This design comes from an exercise in tuning for small area on the open sky130 flow, not from production work. Only simulation tests tie the RTL to the original design; equivalence was not proved. Power is estimated from default activity; no workload was simulated.

--- design/flow/run.sh ---
#!/bin/bash
# synth_recipe.tcl (not shown) runs the flow's synth.tcl, then flattens the netlist and writes it again
# the make line also repeats each setting of config.mk as NAME=value (left out here)
make -C /OpenROAD-flow-scripts/flow DESIGN_CONFIG=/design/flow/config.mk WORK_HOME=/design/flow/orfs CLKGATE_MAP_FILE= SYNTH_SCRIPT=/design/flow/synth_recipe.tcl finish
--- design/flow/design.v ---
module zigbee_cordic_stage_comb 
	#(parameter integer NUM_STAGE = 1, XY_SIZE = 1, W_SIZE = 0,
	  parameter signed [W_SIZE-1:0] CONST_TAN = 4) 
        (
	xin,
	yin,
	win,
	validIn,
	xout,
	yout,
	wout,
	validOut
	);
	input wire signed [XY_SIZE-1:0] xin, yin;  
	input wire signed [W_SIZE-1:0] win;  
	input wire validIn;
	output wire signed [XY_SIZE-1:0] xout, yout;  
	output wire signed [W_SIZE-1:0] wout;  
	output wire validOut;
	wire signed [XY_SIZE-1:0] xin_shifted, yin_shifted;  
	assign xin_shifted = xin >>> NUM_STAGE;
	assign yin_shifted = yin >>> NUM_STAGE;
	assign xout = !yin[XY_SIZE-1] ? xin + yin_shifted :
									xin - yin_shifted;
	assign yout = !yin[XY_SIZE-1] ? yin - xin_shifted :
									yin + xin_shifted;
	assign wout = !yin[XY_SIZE-1] ? win + CONST_TAN :
									win - CONST_TAN;
	assign validOut = validIn;
endmodule
module zigbee_cordic_top (
	input  wire       reset_n,
	input  wire       clk,
	input  wire [4:0] ibb,
	input  wire [4:0] qbb,
	input  wire       iValid,
	output wire [4:0] wout,
	output wire       oValid
	);
	wire signed [5:0] x0, y0, x1, y1, x2, y2, x3, y3;
	wire [5:0] w_unused;
	assign y0 = ibb[4] ? $signed({(!qbb[4]) && (qbb != 0), -qbb}) : $signed({qbb[4], qbb});
	assign x0 = $signed({1'b0, ibb[4] ? -ibb : ibb});
	zigbee_cordic_stage_comb #(.NUM_STAGE(0), .XY_SIZE(6), .W_SIZE(6), .CONST_TAN(8)) S0 (
		.xin(x0), .yin(y0), .win(6'd0), .validIn(1'b0), .xout(x1), .yout(y1), .wout(), .validOut());
	zigbee_cordic_stage_comb #(.NUM_STAGE(1), .XY_SIZE(6), .W_SIZE(6), .CONST_TAN(4)) S1 (
		.xin(x1), .yin(y1), .win(6'd0), .validIn(1'b0), .xout(x2), .yout(y2), .wout(), .validOut());
	zigbee_cordic_stage_comb #(.NUM_STAGE(2), .XY_SIZE(6), .W_SIZE(6), .CONST_TAN(2)) S2 (
		.xin(x2), .yin(y2), .win(6'd0), .validIn(1'b0), .xout(x3), .yout(y3), .wout(), .validOut());
	wire [4:0] dec = {ibb[4], !y0[5], !y1[5], !y2[5], !y3[5]};
	reg [4:0] dec_s0, dec_s1, dec_s2;
	reg v_s0, v_s1, v_s2;
	always @(posedge clk) begin
		dec_s0 <= dec;
		dec_s1 <= dec_s0;
		dec_s2 <= dec_s1;
	end
	always @(posedge clk, negedge reset_n) begin
		if (!reset_n) begin
			v_s0 <= 0;
			v_s1 <= 0;
			v_s2 <= 0;
		end else begin
			v_s0 <= iValid;
			v_s1 <= v_s0;
			v_s2 <= v_s1;
		end
	end
	assign wout = {~(dec_s2[4] ^ dec_s2[3]), ~dec_s2[3], dec_s2[2:0]};
	assign oValid = v_s2;
endmodule
module bit_recovery(
	input  logic       clk,
	input  logic       resetn,
	input  logic [4:0] phase,
	input  logic       ph_valid,
	output logic       data_bits
	);
	logic [4:0] phase_q, phase_r, phase_diff;
	logic v1, v2, seen, data_hold, overflow, enable;
	assign enable = v1 & ~v2;
	always_ff @(posedge clk, negedge resetn) begin
		if (~resetn) begin
			v1 <= 0;
			v2 <= 0;
			seen <= 0;
			phase_q <= 0;
			phase_r <= 0;
			data_hold <= 0;
		end else begin
			v1 <= ph_valid;
			v2 <= v1;
			data_hold <= data_bits;
			if (enable) begin
				seen <= 1;
				phase_q <= phase;
				phase_r <= phase_q;
			end
		end
	end
	assign phase_diff = phase_q - phase_r;
	assign overflow = (phase_q[4] ^ phase_r[4]) ? 1'b0 : (phase_diff[4] ^ phase_q[4]);
	always_comb begin
		if (!seen)
			data_bits = 0;
		else if (overflow)
			data_bits = data_hold;
		else
			data_bits = ~phase_diff[4];
	end
endmodule
module cdr(
           input logic clk,
           input logic resetn_i,
           input logic data_i,
           output logic data_en_o,
           output logic data_o
           );
logic data_en_w;
logic T_w;
logic E_w;
logic q1, q2, q3, q4;
logic [4:0] count;
logic [4:0] cycles;
typedef enum {IDLE, UP, DOWN} state_t;
state_t curr_state, next_state;
logic en_toggle_w, en_rise_w, en_fall_w;
assign en_toggle_w = (count == cycles) || (count == 12);
assign en_rise_w = en_toggle_w && ~data_en_w;
assign en_fall_w = en_toggle_w && data_en_w;
always_ff @(posedge clk, negedge resetn_i) begin
  if(~resetn_i) begin
    q1 <= 0;
    q2 <= 0;
    q4 <= 0;
  end else if(en_rise_w) begin
    q1 <= data_i;
    q2 <= q1;
    q4 <= q3;
  end
end
always_ff @(posedge clk, negedge resetn_i) begin
  if(~resetn_i) begin
    q3 <= 0;
  end else if(en_fall_w) begin
    q3 <= data_i;
  end
end
assign T_w = q1 ^ q2;
assign E_w = q2 ^ q4;
always_ff @(posedge clk, negedge resetn_i) begin
  if(~resetn_i)
    curr_state <= IDLE;
  else
    curr_state <= next_state;
end
always_comb begin
  case(curr_state)
    IDLE: begin
      if(T_w && E_w)
        next_state = DOWN;
      else if(T_w && ~E_w)
        next_state = UP;
      else
        next_state = IDLE;
    end
    UP: begin
      if(~T_w)
        next_state = IDLE;
      else if(E_w)
        next_state = DOWN;
      else
        next_state = UP;
    end
    DOWN: begin
      if(~T_w)
        next_state = IDLE;
      else if(~E_w)
        next_state = UP;
      else
        next_state = DOWN;
    end
    default : begin
	next_state = IDLE;
    end
  endcase
end
always_comb begin
  case(curr_state)
    IDLE: begin
      cycles = 24;
    end
    UP: begin
      cycles = 23;
    end
    DOWN: begin
      cycles = 25;
    end
    default : begin
      cycles = 24;
    end
  endcase
end
always_ff @(posedge clk, negedge resetn_i) begin
  if(~resetn_i) begin
    data_en_w <= 1;
    count <= 24;
  end else begin
    if(count == cycles) begin
      count <= 0;
      data_en_w <= ~data_en_w;
    end else
      count <= count + 1;
      if(count == 12)
        data_en_w <= ~data_en_w;
  end  
end
logic data_en_w_q;
always_ff @(posedge clk, negedge resetn_i) begin
  if(~resetn_i) begin
    data_en_w_q <= 'b0;
    data_en_o <= 'b0;
    data_o <= 'b0;
  end
  else begin
    data_en_w_q <= data_en_w;
    if(~data_en_w && data_en_w_q) begin
      data_o <= data_i;
      data_en_o <= 1'b1;
    end
    else begin
      data_o <= data_o;
      data_en_o <= 'b0;
    end
  end
end
endmodule
module bit_recovery_CDR(
	input  logic       clk,
	input  logic       resetn,
	input  logic [4:0] phase_i,
	input  logic       ph_valid_i,
	output logic       data_en_o,
	output logic       data_o
	);
	logic data_w;
	bit_recovery i_bit_recovery(
		.clk(clk), .resetn(resetn), .phase(phase_i), .ph_valid(ph_valid_i), .data_bits(data_w));
	cdr i_cdr(
		.clk(clk), .resetn_i(resetn), .data_i(data_w), .data_en_o(data_en_o), .data_o(data_o));
endmodule
module fifo_rx (
	input  logic       clk,
	input  logic       reset_n,
	input  logic       en_cdr,
	input  logic       data_in,
	input  logic       psel,
	input  logic       pwrite,
	input  logic       penable,
	output logic       pslverr,
	output logic [7:0] prdata
	);
	logic [7:0] ring [0:63];
	logic [7:0] stage;
	logic [7:0] shift_register;
	logic [2:0] i;
	logic [6:0] wr_ptr, rd_ptr;
	logic pending;
	logic full, empty, wr_en, rd_en, ins, byp;
	assign empty = wr_ptr == rd_ptr;
	assign full = (wr_ptr[5:0] == rd_ptr[5:0]) && (wr_ptr[6] != rd_ptr[6]);
	assign pslverr = empty;
	assign wr_en = en_cdr && (i == 0);
	assign rd_en = psel && penable && !pwrite && !empty;
	assign ins = pending && (wr_ptr[5:0] == 6'd0);
	assign byp = pending && (rd_ptr[5:0] + 6'd1 == wr_ptr[5:0]);
	always_ff @(posedge clk) begin
		ring[0] <= ins ? stage : ring[63];
		for (integer k = 1; k < 64; k++)
			ring[k] <= ring[k-1];
		if (wr_en)
			stage <= shift_register;
	end
	always_ff @(posedge clk, negedge reset_n) begin
		if (~reset_n) begin
			shift_register <= 0;
			i <= 0;
			wr_ptr <= 0;
			rd_ptr <= 0;
			pending <= 0;
			prdata <= 0;
		end else begin
			if (en_cdr) begin
				shift_register <= {data_in, shift_register[7:1]};
				i <= i + 1;
			end
			wr_ptr <= wr_ptr + 7'd1 + wr_en;
			rd_ptr <= rd_ptr + 7'd1 + (rd_en || (full && wr_en));
			if (wr_en)
				pending <= 1;
			else if (ins)
				pending <= 0;
			if (rd_en)
				prdata <= byp ? stage : ring[rd_ptr[5:0]];
			else
				prdata <= 0;
		end
	end
endmodule
module zigbee_rx_back (
  input  logic       clk_i,
  input  logic       resetn_i,
  input  logic [4:0] ibb_i,
  input  logic [4:0] qbb_i,
  input  logic       iq_valid_i,
  input  logic       psel_i,
  input  logic       penable_i,
  input  logic       pwrite_i,
  output logic [7:0] prdata_o,
  output logic       pslverr_o,
  output logic       bit_o,
  output logic       bit_en_o
);
  logic [4:0] cordic_phase;
  logic       cordic_valid;
  logic       cdr_data;
  logic       cdr_valid;
  zigbee_cordic_top i_cordic (
    .reset_n(resetn_i), .clk(clk_i), .ibb(ibb_i), .qbb(qbb_i), .iValid(iq_valid_i),
    .wout(cordic_phase), .oValid(cordic_valid));
  bit_recovery_CDR i_cdr (
    .clk(clk_i), .resetn(resetn_i), .phase_i(cordic_phase), .ph_valid_i(cordic_valid),
    .data_en_o(cdr_valid), .data_o(cdr_data));
  fifo_rx i_fifo_rx (
    .clk(clk_i), .reset_n(resetn_i), .en_cdr(cdr_valid), .data_in(cdr_data),
    .psel(psel_i), .pwrite(pwrite_i), .penable(penable_i),
    .pslverr(pslverr_o), .prdata(prdata_o));
  assign bit_o = cdr_data;
  assign bit_en_o = cdr_valid;
endmodule
--- design/flow/constraint.sdc ---
create_clock -name core_clock -period 10.0 [get_ports {clk_i}]
set_input_delay 2.0000 -clock core_clock [delete_from_list [all_inputs] [get_ports {clk_i}]]
set_output_delay 2.0000 -clock core_clock [all_outputs]
set_load 0.01 [all_outputs]
--- design/flow/config.mk ---
export PLATFORM = sky130hd
export DESIGN_NAME = zigbee_rx_back
export DESIGN_NICKNAME = zigbee_rx_back
export VERILOG_FILES = /design/flow/design.v
export SDC_FILE = /design/flow/constraint.sdc
export NUM_CORES = 4
export LEC_CHECK = 0
export ABC_AREA = 1
export CAP_MARGIN = 20
export CORE_MARGIN = 2
export CORE_UTILIZATION = 40
export CTS_BUF_LIST = sky130_fd_sc_hd__clkbuf_4 sky130_fd_sc_hd__clkbuf_8
export SLEW_MARGIN = 20
==> reports/metrics.yaml, run 1 <==
placement:
  portBuffers: 26
  dpl_worst_slack_ps: 2540
  postPlaceCellArea_mm2: 0.0203
  dp_hpwl_um: 30900
  dp.cells: 2584
  gp_congestion: 0.907
yosys:
  syn-num-nets: 2026
  synth_top_area_share_pct: 54.5
  yosysMostFrequentCell: "nand2_1"
  synth_edf_count: 8
  syn_inst: 1955
  synth.yosys.warnings: 5
  async_flop_share_pct: 11.0
  yosysSeqAreaShare_pct: 64.3
  synth_common_cells: "nand2_1, dfxtp_1, inv_1, nand4_1, nor2_1"
  synthFlopType: "dfxtp_1"
  mappedNetlistArea_mm2: 0.0194
  synth.distinct_cells: 52
  yosysTopAreaCell: "dfxtp_1"
  yosys_register_bits: 601
  yosys-top-cells-area: "dfxtp_1, nand2_1, dfrtp_1, nand4_1, ha_1"
  syn_area_per_cell_um2: 9.91
sta:
  finClkSkew_ps: 34.3
  hold_slack_ps: 322
  setup_tns_ps: 0
  worst_pin_slew_ps: 985
  grt_setup_unrepaired: "no"
  slew_violations: 0
  min_period_over_period_pct: 67.4
  fin_ws_ps: 3260
  clock.fmax_ghz: 0.148
  setup_violations: 0
  fin_crit_ps: 6740
  slew_headroom_pct: 33.8
  hold_violations: 0
power_and_ir_drop:
  sequentialPowerShare_pct: 45.6
  power.total_mw: 5.92
  net-switching-power_mw: 1.77
  pwr-share-clk_pct: 35.2
  power_leakage_nw: 9.49
  p_int_mw: 4.15
  peakVddDrop_mv: 0.209
  switching_share_pct: 29.9
  cellPowerDensity_mw_per_mm2: 266
  p_comb_share_pct: 19.2
floorplan:
  core-area_mm2: 0.0477
  pin_count: 27
  dieHeight_um: 224
  core.rowCount: 80
  die-area_mm2: 0.0502
  start_util_pct: 40.6
  die_w_um: 224
route:
  drt_iter0_markers: 672
  drt-total-wl_um: 43100
  drc: 0
  wire_per_inst_um: 15.7
  vias_per_cell: 4.90
  dr.pass1.iters: 5
  final_antenna_net_count: 0
  vias: 13455
cts:
  path_clk_slew_ps: 60
  htreeDepth: 3
  numCtsBuffers: 91
  cts.sinks: 601
  clk_path_buf_depth: 3
  cts_root_buf: "clkbuf_8"
  postCtsSetupBuffers: 0
  insertion_delay_ps: 680
  ctsResizeCount: 0
  postCtsHoldBufs: 0
  cts_tree: "done"
run:
  drv_cap: 0
setup_path:
  crit_start: "ibb_i[0]"
  crit_path_end_kind: "flop"
  critPathSlowestCell: "clkdlybuf4s50_1"
  slowest_delay_ps: 540
  worstPathArrival_ps: 7320
  crit_fanout: 11
  crit-reg2reg-launch: "i_fifo_rx.rd_ptr[1]$_DFF_PN0_"
  start_kind: "primary input"
  crit_required_ps: 10580
  crit_top_cell: "nand2_1"
  path_class: "primary input to flop"
finish:
  fin_area_mm2: 0.0223
  final_core_util_pct: 46.6
  fin_cells: 2745
  final_nets: 2133
  syn_to_final_growth_pct: 14.9
  final_layout_size_suffix_gt1_share_pct: 11.5
status:
  status: "no timing/DRC/antenna violations"
hold_path:
  hp-start: "i_cordic.dec_s0[4]$_DFF_P_"
  min_path_type: "flop to flop"
global_route:
  grt_max_degree: 67
  grt_pass1_wl_um: 70000
  antenna_found_initial: 0
  grt_pass1_vias: 13399
  track_usage_pct: 17.6
  overflow: 0
power groups by stage:
stage               Sequential, mW  Clock [mW]  Combinational [mW]
floorplan                     2.70           0               0.909
global placement              2.75           0                1.11
detailed placement            2.75           0                1.14
CTS                           2.70        2.14                1.14
global route                  2.72        2.25                1.30
finish                        2.70        2.09                1.14
flip-flops by register name, summed over array words and instances, names as in the netlist, 7 cells and up:
name	cells
i_fifo_rx.stage	8
i_fifo_rx.rd_ptr	7
i_fifo_rx.ring	512
i_fifo_rx.prdata	8
i_fifo_rx.shift_register	8
i_fifo_rx.wr_ptr	7
layout make-up:
| class | instances | area (um^2) |
|---|---|---|
| Antenna cell | 1 | 2.50 |
| Timing Repair Buffer | 33 | 308 |
| Clock buffer | 144 | 1780 |
| Inverter | 130 | 492 |
| Sequential cell | 601 | 12400 |
| Tap cell | 615 | 769 |
| Multi-Input combinational cell | 1205 | 6290 |
| Fill cell | 4506 | 25500 |
| Clock inverter | 16 | 170 |
path summary, 6_finish.rpt:
check                                                     end  slack (ps)  cells past startpoint
min in group asynchronous          i_fifo_rx.i[0]$_DFFE_PN0P_        1520                      2
worst min-delay path               i_cordic.dec_s1[4]$_DFF_P_         320                      0
worst min register to register     i_cordic.dec_s1[4]$_DFF_P_         320                      0
worst max register to register  i_fifo_rx.prdata[6]$_DFF_PN0_        6590                     11
worst max-delay path               i_cordic.dec_s0[0]$_DFF_P_        3260                     33
max in group asynchronous       i_fifo_rx.prdata[6]$_DFF_PN0_        7930                      2
critical path: cells and delay by family:
family | cells | cell delay (ps)
AOI/OAI and AO/OA | 3 | 340
xor gates and xnor gates | 2 | 440
adders and majority gates | 5 | 1490
buffers and inverters | 6 | 850
and+or+nand+nor | 17 | 2190
routing by layer:
| metal | up-vias | share of wire (%) | GRT usage (%) |
|---|---|---|---|
| li1 | 6687 | - | - |
| met1 | 6415 | 47 | 23.0 |
| met2 | 265 | 45 | 28.0 |
| met3 | 88 | 4.9 | 3.92 |
| met4 | 0 | 2.9 | 7.46 |
| met5 | - | 0 | 0 |
cell usage in the layout (no fill, tap or decap), types with 33 or more instances in the layout:
cell	count
clkbuf_8	111
a22oi_1	36
dfxtp_1	527
inv_1	113
o21ai_0	38
nor2_1	97
dfrtp_1	63
ha_1	51
nand2_1	584
nand3_1	62
nand4_1	108
xor2_1	40
nor4_1	34
clkbuf_4	33
cells by family (layout without fill, tap and decap cells):
| kind of cell | count (synthesis) | after routing | share of synthesized area, % |
|---|---|---|---|
| and+or+nand+nor | 964 | 964 | 22.1 |
| DFF | 601 | 601 | 64.3 |
| buffers and inverters | 149 | 323 | 3.26 |
| AOI/OAI and AO/OA | 138 | 138 | 4.48 |
| adders and majority gates | 55 | 55 | 3.71 |
| xor gates and xnor gates | 46 | 46 | 2.08 |
| muxes | 2 | 2 | 0.116 |
| other | 0 | 1 | 0 |
==> inputs of run 2 (changes only) <==
--- a/design/flow/config.mk
+++ b/design/flow/config.mk
@@ -9,5 +9,4 @@
 export CAP_MARGIN = 20
 export CORE_MARGIN = 2
 export CORE_UTILIZATION = 40
-export CTS_BUF_LIST = sky130_fd_sc_hd__clkbuf_4 sky130_fd_sc_hd__clkbuf_8
 export SLEW_MARGIN = 20
==> run 2 against run 1 <==
Net effect: utilization barely moved; still clean on timing, DRC and antenna; clock skew shrank 13 ps; via count shrank 1.5%; combinational power is essentially flat.
==> reports/metrics.yaml, run 2 <==
route:
  drt_iter0_markers: 623  # -7.3%
  wire_per_inst_um: 15.9  # +1.5%
  final_antenna_net_count: 0  # unchanged
  dr.pass1.iters: 4  # -1
  vias_per_cell: 4.93  # +0.56%
  drc: 0  # unchanged
  drt-total-wl_um: 42800  # -0.59%
  vias: 13254  # -1.5%
cts:
  cts_root_buf: "clkbuf_16"
  postCtsSetupBuffers: 0  # unchanged
  cts_tree: "done"
  clk_path_buf_depth: 3  # unchanged
  path_clk_slew_ps: 60  # about the same
  postCtsHoldBufs: 0  # unchanged
  numCtsBuffers: 56  # -38%
  htreeDepth: 2  # -1
  cts.sinks: 601  # unchanged
  insertion_delay_ps: 600  # -80 ps
  ctsResizeCount: 0  # unchanged
hold_path:
  hold_path_depth: 0  # unchanged
  min_to: "i_cordic.dec_s2[3]$_DFF_P_"
  min_path_type: "flop to flop"
  hp-start: "i_cordic.dec_s1[3]$_DFF_P_"
sta:
  fin_crit_ps: 6840  # +95.7 ps
  setup_tns_ps: 0  # unchanged
  hold_slack_ps: 326  # +4.44 ps
  slew_violations: 0  # unchanged
  setup_violations: 0  # unchanged
  clock.fmax_ghz: 0.146  # -1.4%
  fin_ws_ps: 3160  # -95.7 ps
  min_period_over_period_pct: 68.4  # +0.96 points
  grt_setup_unrepaired: "no"
  hold_violations: 0  # unchanged
  slew_headroom_pct: 34.9  # +1.1 points
  finClkSkew_ps: 20.9  # -13.4 ps
  worst_pin_slew_ps: 970  # -15.6 ps
yosys:
  yosysSeqAreaShare_pct: 64.3  # unchanged
  yosysTopAreaCell: "dfxtp_1"
  syn_area_per_cell_um2: 9.91  # unchanged
  syn_inst: 1955  # unchanged
  synth_edf_count: 8  # unchanged
  yosys_register_bits: 601  # unchanged
  yosysMostFrequentCell: "nand2_1"
  mappedNetlistArea_mm2: 0.0194  # unchanged
  synth_top_area_share_pct: 54.5  # unchanged
  synth.distinct_cells: 52  # unchanged
  synth.yosys.warnings: 5  # unchanged
  synth_common_cells: "nand2_1, dfxtp_1, inv_1, nand4_1, nor2_1"
  yosys-top-cells-area: "dfxtp_1, nand2_1, dfrtp_1, nand4_1, ha_1"
  syn-num-nets: 2026  # unchanged
  async_flop_share_pct: 11.0  # unchanged
  synthFlopType: "dfxtp_1"
setup_path:
  path_class: "primary input to flop"
  crit_path_end_kind: "flop"
  slowest_delay_ps: 540  # about the same
  crit_fanout: 11  # unchanged
  crit-reg2reg-launch: "i_fifo_rx.rd_ptr[0]$_DFF_PN0_"
  r2r-end: "i_fifo_rx.prdata[0]$_DFF_PN0_"
  crit_required_ps: 10480  # -100 ps
  critPathSlowestCell: "clkdlybuf4s50_1"
  crit_top_cell: "nand2_1"
  ff2ff_path_depth: 10  # -1
  r2r_slack_ps: 6680  # +90 ps
  worstPathArrival_ps: 7320  # about the same
  start_kind: "primary input"
placement:
  postPlaceCellArea_mm2: 0.0203  # unchanged
  gp_congestion: 0.907  # unchanged
  dp_hpwl_um: 30900  # unchanged
  portBuffers: 26  # unchanged
  dpl_worst_slack_ps: 2540  # unchanged
global_route:
  antenna_found_initial: 1  # +1
  grt_max_degree: 67  # unchanged
  grt_pass1_vias: 13137  # -2.0%
  track_usage_pct: 17.3  # -0.26 points
  overflow: 0  # unchanged
  grt_pass1_wl_um: 69400  # -0.80%
finish:
  final_cell_mix: "nand2_1, dfxtp_1, inv_1"
  num-fill-cells: 4459  # -1.0%
  fin_area_mm2: 0.0222  # about the same
  regMostFlops: "i_fifo_rx.ring"
  final_nets: 2098  # -1.6%
  syn_to_final_growth_pct: 14.9  # about the same
  final_layout_size_suffix_gt1_share_pct: 8.73  # -2.8 points
  largest_reg_flops: 512  # unchanged
  diodes: 0  # -1
  final_common_cell: "nand2_1"
  final_core_util_pct: 46.6  # about the same
floorplan:
  start_util_pct: 40.6  # unchanged
  die_w_um: 224  # unchanged
  core-area_mm2: 0.0477  # unchanged
  pin_count: 27  # unchanged
  core.rowCount: 80  # unchanged
  dieHeight_um: 224  # unchanged
  die-area_mm2: 0.0502  # unchanged
power_and_ir_drop:
  cellPowerDensity_mw_per_mm2: 270  # +1.4%
  peakVddDrop_mv: 0.209  # +0.41%
  power_leakage_nw: 9.43  # -0.63%
run:
  drv_cap: 0  # unchanged
status:
  status: "no timing/DRC/antenna violations"
-- run 2: cell counts after synthesis --
No cell type changed its count.
-- run 2: report_power, final --
| group | total, mW | switching (mW) | internal (mW) |
|---|---|---|---|
| combinational | 1.14 | 0.736 | 0.400 |
| sequential | 2.70 | 0.131 | 2.57 |
| clock | 2.17 | 0.889 | 1.28 |
| total | 6.00 | 1.76 | 4.25 |
-- run 2: how the worst max path moves through the flow --
stage | start | to | slack, ps | cells past startpoint
5_1_grt | ibb_i[0] | i_cordic.dec_s0[0]$_DFF_P_ | 2620 | 33
4_1_cts | ibb_i[0] | i_cordic.dec_s0[0]$_DFF_P_ | 3160 | 33
6_report | ibb_i[0] | i_cordic.dec_s0[0]$_DFF_P_ | 3160 | 33
3_5_place_dp | ibb_i[0] | i_cordic.dec_s0[0]$_DFF_P_ | 2540 | 33
3_3_place_gp | qbb_i[0] | i_cordic.dec_s0[0]$_DFF_P_ | 2690 | 31
2_1_floorplan | qbb_i[0] | i_cordic.dec_s0[0]$_DFF_P_ | 3540 | 30
-- run 2: cell type report --
class                           count  area, um^2  area share [%]
Clock buffer                       88        1790            8.02
Clock inverter                     17         156           0.703
Inverter                          130         492            2.21
Multi-Input combinational cell   1205        6290            28.3
Sequential cell                   601       12400            55.9
Tap cell                          615         769            3.46
Timing Repair Buffer               33         308            1.38
-- run 2: worst max-delay path: cells and delay by family --
| family | cells | cell delay (ps) |
|---|---|---|
| AOI/OAI and AO/OA | 3 | 340 |
| and+or+nand+nor | 17 | 2200 |
| buffers and inverters | 6 | 850 |
| adders and majority gates | 5 | 1490 |
| xor gates and xnor gates | 2 | 440 |
-- run 2: kinds of logic (layout without fill, tap and decap cells) --
logic type / after synthesis / count (layout) / synth area share (%)
adders and majority gates: 55 / 55 / 3.71
and+or+nand+nor: 964 / 964 / 22.1
AOI/OAI and AO/OA: 138 / 138 / 4.48
buffers and inverters: 149 / 268 / 3.26
muxes: 2 / 2 / 0.116
xor gates and xnor gates: 46 / 46 / 2.08
DFF: 601 / 601 / 64.3
-- run 2: routing by layer --
metal  wire [um]  GRT usage (%)
met1       20300           23.1
met2       19700           28.3
met3        1730           3.24
met4        1050           5.59
met5          13              0
-- run 2: stage by stage --
stage / instances / total power [mW]
detailed placement: 2584 / 3.89
CTS: 2689 / 6.06
finish: 2689 / 6.00
floorplan: 1955 / 3.61
global route: 2689 / 6.33
global placement: 2584 / 3.86
==> inputs of run 3 (changes only) <==
--- a/design/flow/config.mk
+++ b/design/flow/config.mk
@@ -9,4 +9,7 @@
 export CAP_MARGIN = 20
 export CORE_MARGIN = 2
 export CORE_UTILIZATION = 40
+export CTS_BUF_LIST = sky130_fd_sc_hd__clkbuf_8
+export CTS_CLUSTER_DIAMETER = 60
+export CTS_CLUSTER_SIZE = 20
 export SLEW_MARGIN = 20
==> run 3 against run 2 <==
Net effect: non-clock buffer count is the same; sequential power hardly changed; still clean on timing, DRC and antenna; total power decreased by 17%; global-route usage is 0.26 points lower.
==> reports/metrics.yaml, run 3 <==
status:
  status: "no timing/DRC/antenna violations"
finish:
  final_layout_size_suffix_gt1_share_pct: 6.80  # -1.9 points
  multi_input_area_mm2: 0.00629  # unchanged
  final_nets: 2082  # -0.76%
  fin_cells: 2643  # -1.7%
  largest_reg_flops: 512  # unchanged
  num-fill-cells: 4597  # +3.1%
  final_cell_mix: "nand2_1, dfxtp_1, inv_1"
  final_common_cell: "nand2_1"
  fin_area_mm2: 0.0210  # -5.5%
  regArea_mm2: 0.0124  # unchanged
  diodes: 0  # unchanged
  regMostFlops: "i_fifo_rx.ring"
  final_core_util_pct: 44.0  # -2.6 points
  syn_to_final_growth_pct: 8.57
yosys:
  synth_edf_count: 8  # unchanged
  synth.distinct_cells: 52  # unchanged
  synthFlopType: "dfxtp_1"
  yosysSeqAreaShare_pct: 64.3  # unchanged
  yosys-top-cells-area: "dfxtp_1, nand2_1, dfrtp_1, nand4_1, ha_1"
  synth_common_cells: "nand2_1, dfxtp_1, inv_1, nand4_1, nor2_1"
  syn_inst: 1955  # unchanged
  yosys_register_bits: 601  # unchanged
  yosysMostFrequentCell: "nand2_1"
  synth_top_area_share_pct: 54.5  # unchanged
  syn-num-nets: 2026  # unchanged
  yosysTopAreaCell: "dfxtp_1"
  async_flop_share_pct: 11.0  # unchanged
  syn_area_per_cell_um2: 9.91  # unchanged
  mappedNetlistArea_mm2: 0.0194  # unchanged
  synth.yosys.warnings: 5  # unchanged
floorplan:
  pin_count: 27  # unchanged
  die_w_um: 224  # unchanged
  start_util_pct: 40.6  # unchanged
  die-area_mm2: 0.0502  # unchanged
  core.rowCount: 80  # unchanged
  dieHeight_um: 224  # unchanged
  core-area_mm2: 0.0477  # unchanged
run:
  drv_cap: 0  # unchanged
sta:
  fin_ws_ps: 3210  # +51.6 ps
  hold_slack_ps: 330  # +4.11 ps
  grt_setup_unrepaired: "no"
  finClkSkew_ps: 36.1  # +15.2 ps
  worst_pin_slew_ps: 989  # +19.1 ps
  min_period_over_period_pct: 67.9  # -0.52 points
  hold_violations: 0  # unchanged
  setup_violations: 0  # unchanged
  fin_crit_ps: 6790  # -51.6 ps
  slew_violations: 0  # unchanged
  clock.fmax_ghz: 0.147  # +0.76%
  slew_headroom_pct: 33.6  # -1.3 points
  setup_tns_ps: 0  # unchanged
power_and_ir_drop:
  sequentialPowerShare_pct: 53.9  # +8.9 points
  switching_share_pct: 32.5  # +3.3 points
  p_int_mw: 3.38  # -21%
  p_comb_share_pct: 22.8  # +3.9 points
  power.total_mw: 5.00  # -17%
  power_leakage_nw: 8.85  # -6.1%
  pwr-share-clk_pct: 23.4  # -13 points
  cellPowerDensity_mw_per_mm2: 238  # -12%
  peakVddDrop_mv: 0.208  # -0.81%
  net-switching-power_mw: 1.63  # -7.3%
cts:
  postCtsSetupBuffers: 0  # unchanged
  insertion_delay_ps: 640  # +40 ps
  postCtsHoldBufs: 0  # unchanged
  clk_path_buf_depth: 3  # unchanged
  cts_root_buf: "clkbuf_8"
  ctsResizeCount: 0  # unchanged
  cts.sinks: 601  # unchanged
  htreeDepth: 2  # unchanged
  cts_tree: "done"
  numCtsBuffers: 40  # -29%
  path_clk_slew_ps: 110  # +50 ps
global_route:
  grt_pass1_wl_um: 68400  # -1.5%
  overflow: 0  # unchanged
  grt_pass1_vias: 12876  # -2.0%
  track_usage_pct: 17.0  # -0.26 points
  antenna_found_initial: 0  # -1
  grt_max_degree: 67  # unchanged
setup_path:
  crit_fanout: 11  # unchanged
  start_kind: "primary input"
  crit_required_ps: 10540  # +60 ps
  critPathSlowestCell: "clkdlybuf4s50_1"
  slowest_delay_ps: 540  # about the same
  crit_top_cell: "nand2_1"
  crit_path_end_kind: "flop"
  worstPathArrival_ps: 7320  # about the same
  path_class: "primary input to flop"
route:
  final_antenna_net_count: 0  # unchanged
  vias: 13097  # -1.2%
  drc: 0  # unchanged
  drt-total-wl_um: 42200  # -1.4%
  wire_per_inst_um: 16.0  # +0.34%
  dr.pass1.iters: 4  # unchanged
  vias_per_cell: 4.96  # +0.54%
  drt_iter0_markers: 639  # +2.6%
placement:
  dp_hpwl_um: 30900  # unchanged
  dpl_worst_slack_ps: 2540  # unchanged
  postPlaceCellArea_mm2: 0.0203  # unchanged
  portBuffers: 26  # unchanged
  gp_congestion: 0.907  # unchanged
  dp.cells: 2584  # unchanged
hold_path:
  min_path_type: "flop to flop"
run 3: cell count changes in the layout (fill, tap and decap cells not counted), sizes merged:
| cell | previous run | this run |
|---|---|---|
| clkinvlp | 2 | 0 |
| bufinv | 2 | 0 |
| clkbuf | 88 | 42 |
| clkinv | 13 | 8 |
| inv | 130 | 139 |
run 3: kinds of logic (layout without fill, tap and decap cells):
| kind of cell | Yosys count | after routing | synth area share [%] |
|---|---|---|---|
| flip-flops | 601 | 601 | 64.3 |
| AO/OA/AOI/OAI | 138 | 138 | 4.48 |
| buffers and inverters | 149 | 222 | 3.26 |
| adder cells (fa/ha/maj) | 55 | 55 | 3.71 |
| XOR/XNOR | 46 | 46 | 2.08 |
| AND/OR/NAND/NOR | 964 | 964 | 22.1 |
| multiplexers | 2 | 2 | 0.116 |
run 3: power by group through the flow:
stage	Sequential (mW)	Clock [mW]	Combinational [mW]
finish	2.70	1.17	1.14
CTS	2.70	1.21	1.14
floorplan	2.70	0	0.909
global placement	2.75	0	1.11
global route	2.72	1.30	1.30
detailed placement	2.75	0	1.14
run 3: worst max-delay path, delay by kind of cell:
kind                       cells  cell delay [ps]
xor gates and xnor gates       2              440
and+or+nand+nor               17             2200
buffers and inverters          6              840
AOI/OAI and AO/OA              3              340
adders and majority gates      5             1490
run 3: final timing paths:
| kind | start | cells past startpoint | endpoint | slack [ps] |
|---|---|---|---|---|
| hold / removal | i_cordic.dec_s0[4]$_DFF_P_ | 0 | i_cordic.dec_s1[4]$_DFF_P_ | 330 |
| hold reg to reg | i_cordic.dec_s0[4]$_DFF_P_ | 0 | i_cordic.dec_s1[4]$_DFF_P_ | 330 |
| max in group asynchronous | resetn_i | 2 | i_fifo_rx.prdata[6]$_DFF_PN0_ | 7900 |
| setup reg to reg | i_fifo_rx.rd_ptr[1]$_DFF_PN0_ | 11 | i_fifo_rx.prdata[6]$_DFF_PN0_ | 6730 |
| min in group asynchronous | resetn_i | 2 | i_fifo_rx.rd_ptr[5]$_DFF_PN0_ | 1550 |
| setup / recovery | ibb_i[0] | 33 | i_cordic.dec_s0[0]$_DFF_P_ | 3210 |
run 3: metal layers:
metal / track usage [%] / vias to the layer above / part of all wire (%)
met5: 0 / - / 0
met4: 5.35 / 0 / 2.6
met3: 2.92 / 68 / 3.6
met2: 27.8 / 185 / 46
met1: 23.1 / 6312 / 48
li1: - / 6532 / -
run 3: final cells by class:
cell class | count | area share, %
flip-flops and latches | 601 | 59.2
multi-input cells | 1205 | 29.9
well taps | 615 | 3.66
clock buffers | 42 | 2.75
inverters | 130 | 2.34
repair buffers | 33 | 1.46
clock inverters | 17 | 0.678

re-timing with driven ports:
In the flow no input, the clock included, has a driving cell. The finished layouts below were timed again as built, in two steps.
Step 1, drivers: a clkbuf_16 drives clk_i and a buf_2 each remaining input, both assumed.
Step 2 times the ports against the registers' clock, not the clock port: input delays grow and output delays shrink by t, the midpoint of the rising clock arrivals with the driver on.
a / b / c = no drivers / after step 1 / after step 2; a / b = the first two.
run | t, ns | setup slack, ns | clock arrival spread, ns | worst data-port slew with drivers (ns) | pins driven straight from the clock port
run 1 | 0.710 | 3.258 / 3.282 / 2.573 | 0.039 / 0.039 | 0.04 | 1
run 2 | 0.645 | 3.162 / 3.194 / 2.548 | 0.021 / 0.021 | 0.04 | 1
run 3 | 0.672 | 3.213 / 3.241 / 2.569 | 0.037 / 0.037 | 0.04 | 1
After both steps every run listed still meets setup and hold. The setup slack of run 1, which loses most, moves by +0.024 ns with the drivers and by -0.685 ns with both steps.
